What follows belongs to an exercise in optimizing a design on an open flow for small area and a short achievable clock period; a production flow would make more cautious choices.
In this exercise RTL edits were held to simulation tests only and were not proved equivalent to the original.
Power is estimated from default activity; no workload was simulated.

Design alu_operations_five, start of the top module:
module alu_operations_five (
    input  clk,
    input  rst_n,
    input  load,
    input  signed [31:0]  ID_EX_A,
    input  signed [31:0]  ID_EX_B,
    input  signed [5:0]   opcode,
    output reg signed [31:0] ALU_result
);
Settings: LEC_CHECK=0, CAP_MARGIN=20, CORE_MARGIN=2, CORE_UTILIZATION=40, CTS_BUF_LIST=sky130_fd_sc_hd__clkbuf_4 sky130_fd_sc_hd__clkbuf_8, SETUP_SLACK_MARGIN=4.1, SLEW_MARGIN=20, SYNTH_HIERARCHICAL=1; clock period 8.5 ns.
standard.sh (not shown) runs the stock make flow with config.mk's settings and CLKGATE_MAP_FILE= SYNTH_SCRIPT=/design/flow/synth_recipe.tcl, a recipe that flattens the netlist after the stock synthesis.
==> flow/flow/run.sh <==
#!/bin/bash
set -euo pipefail
bash standard.sh BUFFER_PORTS_ARGS="-buffer_cell sky130_fd_sc_hd__buf_1" finish > standard.log 2>&1
The starting point finished clean.
Then changed:
Settings changed: SETUP_SLACK_MARGIN 4.1 to 4.25.
Effect:
- The new run produced a clean layout
- synthesized area stays the same
- first-iteration DRC count grows by 53%
- wire length grows by 11%
- worst hold slack stays flat


run A:
Another version of the RTL of alu_operations_five (not shown whole).
For scale: roughly 1400 cells after synthesis, roughly 160 flip-flops, roughly 110 I/O pins, about 17000 um2 of cells after synthesis.
==> flow/design.v (excerpt) <==
module alu_operations_five (
    input  clk,
    input  rst_n,
    input  load,
    input  signed [31:0]  ID_EX_A,
    input  signed [31:0]  ID_EX_B,
    input  signed [5:0]   opcode,
    output reg signed [31:0] ALU_result
);
    wire [31:0] A = ID_EX_A;
    wire [31:0] B = ID_EX_B;
    wire [5:0]  op = opcode;
    wire valid = (op[5:3] == 3'b000) && (op[2:1] != 2'b11);
    wire m = op[2] & op[0];               
    wire cAND = ~m & op[1] & ~op[0];
    wire cOR = ~m & op[1] & op[0];
    wire cAOR = ~m & (~op[1] | op[0]);
    wire cC = ~m & ~op[1];
    wire inv = op[0] | op[2];
    wire [31:0] nAg;
    wire g1;
    wire g2;
    wire g3;
    wire neg0_4;
    wire g5;
    wire g6;
    wire g7;
    wire g8;
    wire g9;
    wire g10;
    wire g11;
    wire g12;
    wire g13;
    wire g14;
    wire g15;
    wire g16;
    wire g17;
    wire g18;
    wire g19;
    wire g20;
    wire g21;
    wire g22;
    wire g23;
    wire g24;
    wire g25;
    wire g26;
    wire g27;
    wire g28;
    wire g29;
    wire g30;
    wire g31;
    wire g32;
    wire g33;
    wire g34;
    wire g35;
    wire g36;
    wire g37;
    wire g38;
    wire g39;
    wire g40;
    wire g41;
    wire g42;
    wire g43;
    wire g44;
    wire g45;
    wire g46;
    wire g47;
    wire g48;
    wire g49;
    wire g50;
    wire g51;
    wire g52;
    wire g53;
    wire g54;
    wire g55;
    wire g56;
    wire g57;
    wire g58;
    wire g59;
    wire g60;
    wire g61;
    wire g62;
    wire g63;
    wire g64;
    wire g65;
    wire g66;
    wire g67;
    wire g68;
    wire g69;
    wire g70;
    wire g71;
    wire neg1_72;
    wire g73;
    wire g74;
    wire g75;
    wire g76;
    wire g77;
    wire g78;
    wire g79;
    wire g80;
    wire g81;
    wire g82;
    wire g83;
    wire g84;
    wire g85;
    wire g86;
    wire g87;
    wire g88;
    wire g89;
  ...
clock: 8.5 ns
lec_check: 0
cap_margin: 20
core_margin: 2
core_utilization: 40
setup_slack_margin: 3.7
slew_margin: 20
synth_hierarchical: 1
run.sh (not shown) runs the stock make flow with config.mk's settings and CLKGATE_MAP_FILE= SYNTH_SCRIPT=/design/flow/synth_recipe.tcl, a recipe that flattens the netlist after the stock synthesis.
Stock flow here: none of the scripts above is used.
Run A: done, clean on timing, DRC and antenna
### run A -> run B
# run A
export LEC_CHECK = 0
export CAP_MARGIN = 20
export CORE_MARGIN = 2
export CORE_UTILIZATION = 40
export SETUP_SLACK_MARGIN = 3.7
export SLEW_MARGIN = 20
export SYNTH_HIERARCHICAL = 1
create_clock -name core_clock -period 8.5 [get_ports {clk}]
# run B
export LEC_CHECK = 0
export CAP_MARGIN = 20
export CORE_MARGIN = 2
export CORE_UTILIZATION = 55
export SETUP_SLACK_MARGIN = 3.7
export SLEW_MARGIN = 20
export SYNTH_HIERARCHICAL = 1
create_clock -name core_clock -period 8.5 [get_ports {clk}]
Notes after the runs:
- Between run B and run A, it is run B whose floorplan core area is lower, by 28%.
- Across both runs, amount of wire on met2 after detailed routing was lower for run B than for run A.
- The tightest slew margin relative to the limit number comes out higher for run A vs run B.
- [run B vs run A] starting density of the core: higher in run B
- Compared with run A, net switching component of the power in run B increased by a few percent.
- Maximum frequency delta for run B relative to run A: about 0.6% lower
- Run B gives less final non-filler cell total than run A did.
#### Input delta (run C over run B)
# run B
export LEC_CHECK = 0
export CAP_MARGIN = 20
export CORE_MARGIN = 2
export CORE_UTILIZATION = 55
export SETUP_SLACK_MARGIN = 3.7
export SLEW_MARGIN = 20
export SYNTH_HIERARCHICAL = 1
create_clock -name core_clock -period 8.5 [get_ports {clk}]
# run C
export LEC_CHECK = 0
export CAP_MARGIN = 20
export CORE_MARGIN = 2
export CORE_UTILIZATION = 40
export SETUP_SLACK_MARGIN = 4.1
export SLEW_MARGIN = 20
export SYNTH_HIERARCHICAL = 1
create_clock -name core_clock -period 8.5 [get_ports {clk}]
### Flow results
Across run B and run C, the outcome is the same: a clean finish for every run.
Run C vs. run B: overall routed net length increased by 11 mm relative to the old numbers; final area has increased; sequential share of cell area shrank by 2.4 points.


== JK ==
alu_operations_five, a different RTL version from the one above (not shown whole).
Size: about 150 flip-flops, roughly 110 I/O pins, roughly 17000 um^2 of cells after synthesis.
Design alu_operations_five, start of the top module:
module alu_operations_five (
    input  clk,
    input  rst_n,
    input  load,
    input  signed [31:0]  ID_EX_A,
    input  signed [31:0]  ID_EX_B,
    input  signed [5:0]   opcode,
    output reg signed [31:0] ALU_result
);
    wire [31:0] A = ID_EX_A;
    wire [31:0] B = ID_EX_B;
    wire [5:0]  op = opcode;
    wire valid = (op[5:3] == 3'b000) && (op[2:1] != 2'b11);
    wire m = op[2] & op[0];               
    wire cAND = ~m & op[1] & ~op[0];
    wire cOR = ~m & op[1] & op[0];
    wire cAOR = ~m & (~op[1] | op[0]);
    wire cC = ~m & ~op[1];
    wire inv = op[0] | op[2];
    wire [31:0] nAg;
    wire g1;
    wire g2;
    wire g3;
    wire neg0_4;
    wire g5;
    wire g6;
    wire g7;
    wire neg0_8;
    wire g9;
    wire g10;
    wire g11;
    wire g12;
    wire g13;
    wire g14;
    wire g15;
    wire g16;
    wire g17;
    wire g18;
    wire g19;
    wire g20;
    wire g21;
    wire g22;
    wire g23;
    wire g24;
    wire g25;
    wire g26;
    wire g27;
    wire g28;
    wire g29;
    wire g30;
    wire g31;
    wire g32;
    wire g33;
    wire g34;
    wire g35;
    wire g36;
    wire g37;
    wire g38;
    wire g39;
    wire g40;
    wire g41;
    wire g42;
    wire g43;
    wire g44;
    wire g45;
    wire g46;
    wire g47;
    wire g48;
    wire g49;
    wire g50;
    wire g51;
    wire g52;
    wire g53;
    wire g54;
    wire g55;
    wire g56;
    wire g57;
    wire g58;
    wire g59;
    wire g60;
    wire g61;
    wire g62;
    wire g63;
    wire g64;
    wire g65;
  ...
export LEC_CHECK = 0
export CAP_MARGIN = 20
export CORE_MARGIN = 2
export CORE_UTILIZATION = 40
export CTS_BUF_LIST = sky130_fd_sc_hd__clkbuf_4 sky130_fd_sc_hd__clkbuf_8
export SETUP_SLACK_MARGIN = 3.8
export SLEW_MARGIN = 20
export SYNTH_HIERARCHICAL = 1
create_clock -name core_clock -period 8.5 [get_ports {clk}]
standard.sh (not shown) runs the stock make flow with config.mk's settings and CLKGATE_MAP_FILE= SYNTH_SCRIPT=/design/flow/synth_recipe.tcl, a recipe that flattens the netlist after the stock synthesis.
Scripts as last shown in full above: flow/flow/run.sh
JK reached the final stage; the timing, design-rule and antenna checks on its layout passed.
#### Input delta (MS over JK)
- changing SETUP_SLACK_MARGIN from 3.8 to 4.4
==> comparison <==
Total wire length after detailed routing | MS above JK
MS vs. JK: global-route total usage across every layer now sits higher; detailed-route via count increased 1154; transition time of the tightest slew-check pin climbed 0.061 ns.
Diff JK -> MS: violation count after the first detailed-route iteration picked up an extra 12%, fraction of area in registers lost 2.4 points, final non-filler cell area picked up an extra 12%, post-placement cell count lost 0.85%.
Lower register-to-register slack was reported by JK, not MS.
Comparing MS and JK, the lower power share of the combinational group is on JK.
Changes in AL relative to MS:
- changing CAP_MARGIN from 20 to 10
- changing SETUP_SLACK_MARGIN from 4.4 to 4.1
- changing SLEW_MARGIN from 20 to 10
==> notes.md <==
Relative to MS, depth of the worst register-to-register path decreased by 1 in AL. Lower post-CTS repair timing setup buffer count among AL and MS: AL. Worst hold slack: AL vs MS — no meaningful difference. Wire length, AL vs MS: down by more than 10%. Of AL and MS, the higher cell count belongs to MS. Compared with MS, placer congestion estimate in AL increased by a few percent. NOTE: path length in cells of the critical path in AL falls short of that of MS. Between MS and AL, the flow reports maximum number of pins on one net before global-route repair decreasing by more than a quarter. Of AL and MS, the run reporting the higher global-route wire length before repair was MS. Looking at AL and MS, the number of instances in the placed design is a wash. Fmax: AL below MS.


Another version of the RTL of alu_operations_five (not shown whole).
Size: ~1,500 cells after synthesis, about 150 flip-flops, about 110 I/O pins, about 0.017 sq mm of cells after synthesis.
Design alu_operations_five, start of the top module:
module alu_operations_five (
    input  clk,
    input  rst_n,
    input  load,
    input  signed [31:0]  ID_EX_A,
    input  signed [31:0]  ID_EX_B,
    input  signed [5:0]   opcode,
    output reg signed [31:0] ALU_result
);
    wire [31:0] A = ID_EX_A;
    wire [31:0] B = ID_EX_B;
    wire [5:0]  op = opcode;
    wire valid = (op[5:3] == 3'b000) && (op[2:1] != 2'b11);
    wire m = op[2] & op[0];               
    wire cAND = ~m & op[1] & ~op[0];
    wire cOR = ~m & op[1] & op[0];
    wire cAOR = ~m & (~op[1] | op[0]);
    wire cC = ~m & ~op[1];
    wire inv = op[0] | op[2];
    wire [31:0] nAg;
    wire g1;
    wire g2;
    wire g3;
    wire neg0_4;
    wire g5;
    wire g6;
    wire g7;
    wire neg0_8;
    wire g9;
    wire g10;
    wire g11;
    wire g12;
    wire g13;
    wire g14;
    wire g15;
    wire g16;
    wire g17;
    wire g18;
    wire g19;
    wire g20;
    wire g21;
    wire g22;
    wire g23;
    wire g24;
    wire g25;
    wire g26;
    wire g27;
    wire g28;
    wire g29;
    wire g30;
    wire g31;
    wire g32;
    wire g33;
    wire g34;
    wire g35;
    wire g36;
    wire g37;
    wire g38;
    wire g39;
    wire g40;
    wire g41;
    wire g42;
    wire g43;
    wire g44;
    wire g45;
    wire g46;
    wire g47;
    wire g48;
    wire g49;
    wire g50;
    wire g51;
    wire g52;
    wire g53;
    wire g54;
    wire g55;
    wire g56;
    wire g57;
    wire g58;
    wire g59;
    wire g60;
    wire g61;
    wire g62;
  ...
==> flow/config.mk <==
export PLATFORM = sky130hd
export DESIGN_NAME = alu_operations_five
export DESIGN_NICKNAME = alu_operations_five
export VERILOG_FILES = /design/flow/design.v
export SDC_FILE = /design/flow/constraint.sdc
export NUM_CORES = 4
export LEC_CHECK = 0
export CAP_MARGIN = 20
export CORE_MARGIN = 2
export CORE_UTILIZATION = 40
export CTS_BUF_LIST = sky130_fd_sc_hd__clkbuf_4 sky130_fd_sc_hd__clkbuf_8
export SETUP_SLACK_MARGIN = 4.1
export SLEW_MARGIN = 20
export SYNTH_HIERARCHICAL = 1
==> flow/constraint.sdc <==
create_clock -name core_clock -period 8.5 [get_ports {clk}]
set_input_delay 1.7000 -clock core_clock [delete_from_list [all_inputs] [get_ports {clk}]]
set_output_delay 1.7000 -clock core_clock [all_outputs]
set_load 0.01 [all_outputs]
Scripts as last shown in full above: flow/flow/run.sh
The first run finished with timing, DRC and antenna clean.
Edit:
Settings changed: SETUP_SLACK_MARGIN 4.1 to 4.25.
Outcome: Power is higher by 1.8%. Sequential share of layout area is lower by 0.42 points. Worst setup slack improved by 0.11 ns. Maximum frequency is higher by 2.6%. Clock skew is higher by 0.0049 ns.


alu_operations_five with an RTL version that a note above also has.
Size: about 150 flip-flops, about 110 I/O pins, ~17000 um2 of cells after synthesis.
Settings: LEC_CHECK=0, CAP_MARGIN=20, CORE_MARGIN=2, CORE_UTILIZATION=65, CTS_BUF_LIST=sky130_fd_sc_hd__clkbuf_4 sky130_fd_sc_hd__clkbuf_8, SETUP_SLACK_MARGIN=4.1, SLEW_MARGIN=20, SYNTH_HIERARCHICAL=1; clock period 8.5 ns.
Scripts as last shown in full above: flow/flow/run.sh
Rerun with:
--- a/flow/config.mk
+++ b/flow/config.mk
@@ -9,3 +9,3 @@
 export CORE_MARGIN = 2
-export CORE_UTILIZATION = 65
+export CORE_UTILIZATION = 40
 export CTS_BUF_LIST = sky130_fd_sc_hd__clkbuf_4 sky130_fd_sc_hd__clkbuf_8
Outcome:
- setup slack gets better by 0.058 ns
- register-to-register slack gets worse by 0.18 ns
- clock-buffer cell count increases by 1
- wire length decreases by 3.4%
- sequential power stays flat
- flip-flop and latch count stays the same
Rerun with:
--- a/flow/config.mk
+++ b/flow/config.mk
@@ -9,3 +9,3 @@
 export CORE_MARGIN = 2
-export CORE_UTILIZATION = 40
+export CORE_UTILIZATION = 55
 export CTS_BUF_LIST = sky130_fd_sc_hd__clkbuf_4 sky130_fd_sc_hd__clkbuf_8
=> Non-clock buffer count climbs by 18. Die area drops by 27%. Routed wire length climbs by 5.4%. Clock power climbs by about 2%. Area after synthesis stays the same. First-iteration DRC count climbs by 24%. Combinational power climbs by about 3%. Count of clock-buffer cells in the layout drops by 1. Global-route usage climbs by 12 points. Hold slack stays flat.


alu_operations_five, a different RTL version from the one above (not shown whole).
Size: ~1500 cells after synthesis, ~110 I/O pins, roughly 17000 um2 of cells after synthesis.
Design alu_operations_five, start of the top module:
module alu_operations_five (
    input  clk,
    input  rst_n,
    input  load,
    input  signed [31:0]  ID_EX_A,
    input  signed [31:0]  ID_EX_B,
    input  signed [5:0]   opcode,
    output reg signed [31:0] ALU_result
);
clock: 8.5 ns
lec_check: 0
cap_margin: 20
core_margin: 2
core_utilization: 40
cts_buf_list: sky130_fd_sc_hd__clkbuf_4 sky130_fd_sc_hd__clkbuf_8
setup_slack_margin: 4.1
slew_margin: 20
synth_hierarchical: 1
Scripts as last shown in full above: flow/flow/run.sh
The first run finished clean.
Edit:
- GPL_ROUTABILITY_DRIVEN: not set -> 0
The changed run produced a clean layout.
Sequential power stays flat.
Utilization stays the same.
Final area stays the same.
Synthesized area stays the same.


alpha:
alu_operations_five, a different RTL version from the one above (not shown whole).
Size: ~1400 cells after synthesis, about 16000 um2 of cells after synthesis.
clock: 8.5 ns
lec_check: 0
cap_margin: 20
core_margin: 2
core_utilization: 40
cts_buf_list: sky130_fd_sc_hd__clkbuf_4 sky130_fd_sc_hd__clkbuf_8
setup_slack_margin: 3.7
slew_margin: 20
synth_hierarchical: 1
Scripts as last shown in full above: flow/flow/run.sh
Looking at the reports, alpha completed the entire flow and the layout it produced met the timing, design-rule and antenna checks.
[inputs] beta vs alpha
-- flow/config.mk --
<<< alpha, line 9
export CORE_MARGIN = 2
export CORE_UTILIZATION = 40
export CTS_BUF_LIST = sky130_fd_sc_hd__clkbuf_4 sky130_fd_sc_hd__clkbuf_8
export SETUP_SLACK_MARGIN = 3.7
export SLEW_MARGIN = 20
>>> beta, line 9
export CORE_MARGIN = 2
export CORE_UTILIZATION = 40
export SETUP_SLACK_MARGIN = 3.7
export SLEW_MARGIN = 20
==> comparison <==
beta against alpha: final cell count rose 21; final area rose 370 um2; met3 routing resource usage after global routing about even; internal power component rose 0.17 mW. Against alpha, beta comes in about 5% higher on length of routed met3 wiring. Per the comparison of beta with alpha, non-clock inverter total of the final layout stayed essentially flat, number of design rule violations left after detail routing saw little to no change, area occupied by multi-input gates ~0 delta. Total leakage power in beta vs alpha: up 2.1%.
--- input diff beta..gamma ---
-- flow/config.mk --
<<< beta, line 9
export CORE_MARGIN = 2
export CORE_UTILIZATION = 40
export SETUP_SLACK_MARGIN = 3.7
export SLEW_MARGIN = 20
export SYNTH_HIERARCHICAL = 1
>>> gamma, line 9
export CORE_MARGIN = 2
export CORE_UTILIZATION = 40
export SETUP_SLACK_MARGIN = 4.0
export SLEW_MARGIN = 20
export SYNTH_HIERARCHICAL = 1
### Flow results
gamma reached the end of the flow, and the finished layout is clean on the timing, design-rule and antenna checks. Per the comparison of gamma with beta, clock insertion delay at the later pin of the skew report fell 0.03 ns; maximum frequency increased by about 0.55% relative to the old numbers; number of clock buffer instances in the layout moved down. The sequential cell count on gamma is in line with that on beta. Min total power across gamma and beta: beta. Of gamma and beta, the higher number of antenna violations at the first check in global routing belongs to beta. Any difference in hold slack between gamma and beta is small enough to ignore. Compared with beta, instance area at placement in gamma increased slightly.

[re-timing with driven ports]
Ports are ideal in the flow. The routed layouts listed here were re-timed in OpenROAD. Step 1 (the two cells are an assumption about what drives the block):
set clk [get_ports {clk}]
set_driving_cell -lib_cell sky130_fd_sc_hd__clkbuf_16 $clk
set_driving_cell -lib_cell sky130_fd_sc_hd__buf_2 [delete_from_list [all_inputs] $clk]
Step 2 also shifts input and output timing later by t, the mid clock arrival at the registers, as if the neighbouring blocks saw the same clock. Slacks: ideal / step 1 / step 2; pairs: ideal / step 1.
run	t, ns	setup WS [ns]	worst hold slack (ns)	clock arrival spread, ns	cell pins on the clock port's net
the first run of note 1	0.558	4.104 / 4.117 / 3.559	0.510 / 0.510 / 0.510	0.022 / 0.022	1
the second run of note 1	0.568	4.168 / 4.056 / 3.489	0.509 / 0.509 / 0.509	0.019 / 0.019	1
run A	0.523	3.718 / 3.725 / 3.202	0.507 / 0.507 / 0.507	0.020 / 0.020	1
run B	0.510	3.688 / 3.719 / 3.210	0.509 / 0.509 / 0.509	0.010 / 0.011	1
run C	0.515	4.001 / 3.784 / 3.269	0.505 / 0.505 / 0.505	0.016 / 0.016	1
JK	0.561	3.672 / 3.701 / 3.140	0.511 / 0.511 / 0.511	0.015 / 0.016	1
MS	0.553	4.336 / 4.105 / 3.552	0.510 / 0.510 / 0.510	0.019 / 0.019	1
AL	0.560	4.074 / 4.067 / 3.506	0.510 / 0.510 / 0.510	0.021 / 0.021	1
the first run of note 4	0.573	4.084 / 4.065 / 3.492	0.509 / 0.509 / 0.509	0.018 / 0.017	1
the second run of note 4	0.585	4.197 / 4.018 / 3.434	0.512 / 0.512 / 0.512	0.025 / 0.025	1
the first run of note 5	0.530	4.016 / 3.989 / 3.459	0.509 / 0.509 / 0.509	0.030 / 0.029	1
the second run of note 5	0.560	4.074 / 4.067 / 3.506	0.510 / 0.510 / 0.510	0.021 / 0.021	1
the third run of note 5	0.550	4.094 / 3.947 / 3.397	0.511 / 0.511 / 0.511	0.019 / 0.019	1
the first run of note 6	0.557	4.118 / 4.092 / 3.534	0.508 / 0.508 / 0.508	0.029 / 0.029	1
the second run of note 6	0.557	4.118 / 4.092 / 3.534	0.508 / 0.508 / 0.508	0.029 / 0.029	1
alpha	0.560	3.719 / 3.696 / 3.136	0.509 / 0.509 / 0.509	0.015 / 0.016	1
beta	0.516	3.743 / 3.653 / 3.137	0.506 / 0.506 / 0.506	0.024 / 0.024	1
gamma	0.482	3.769 / 3.615 / 3.133	0.505 / 0.505 / 0.505	0.015 / 0.014	1
After both steps setup and hold are still met in every run listed. The setup slack of MS, which loses most, moves by -0.231 ns with the drivers and by -0.784 ns with both steps.
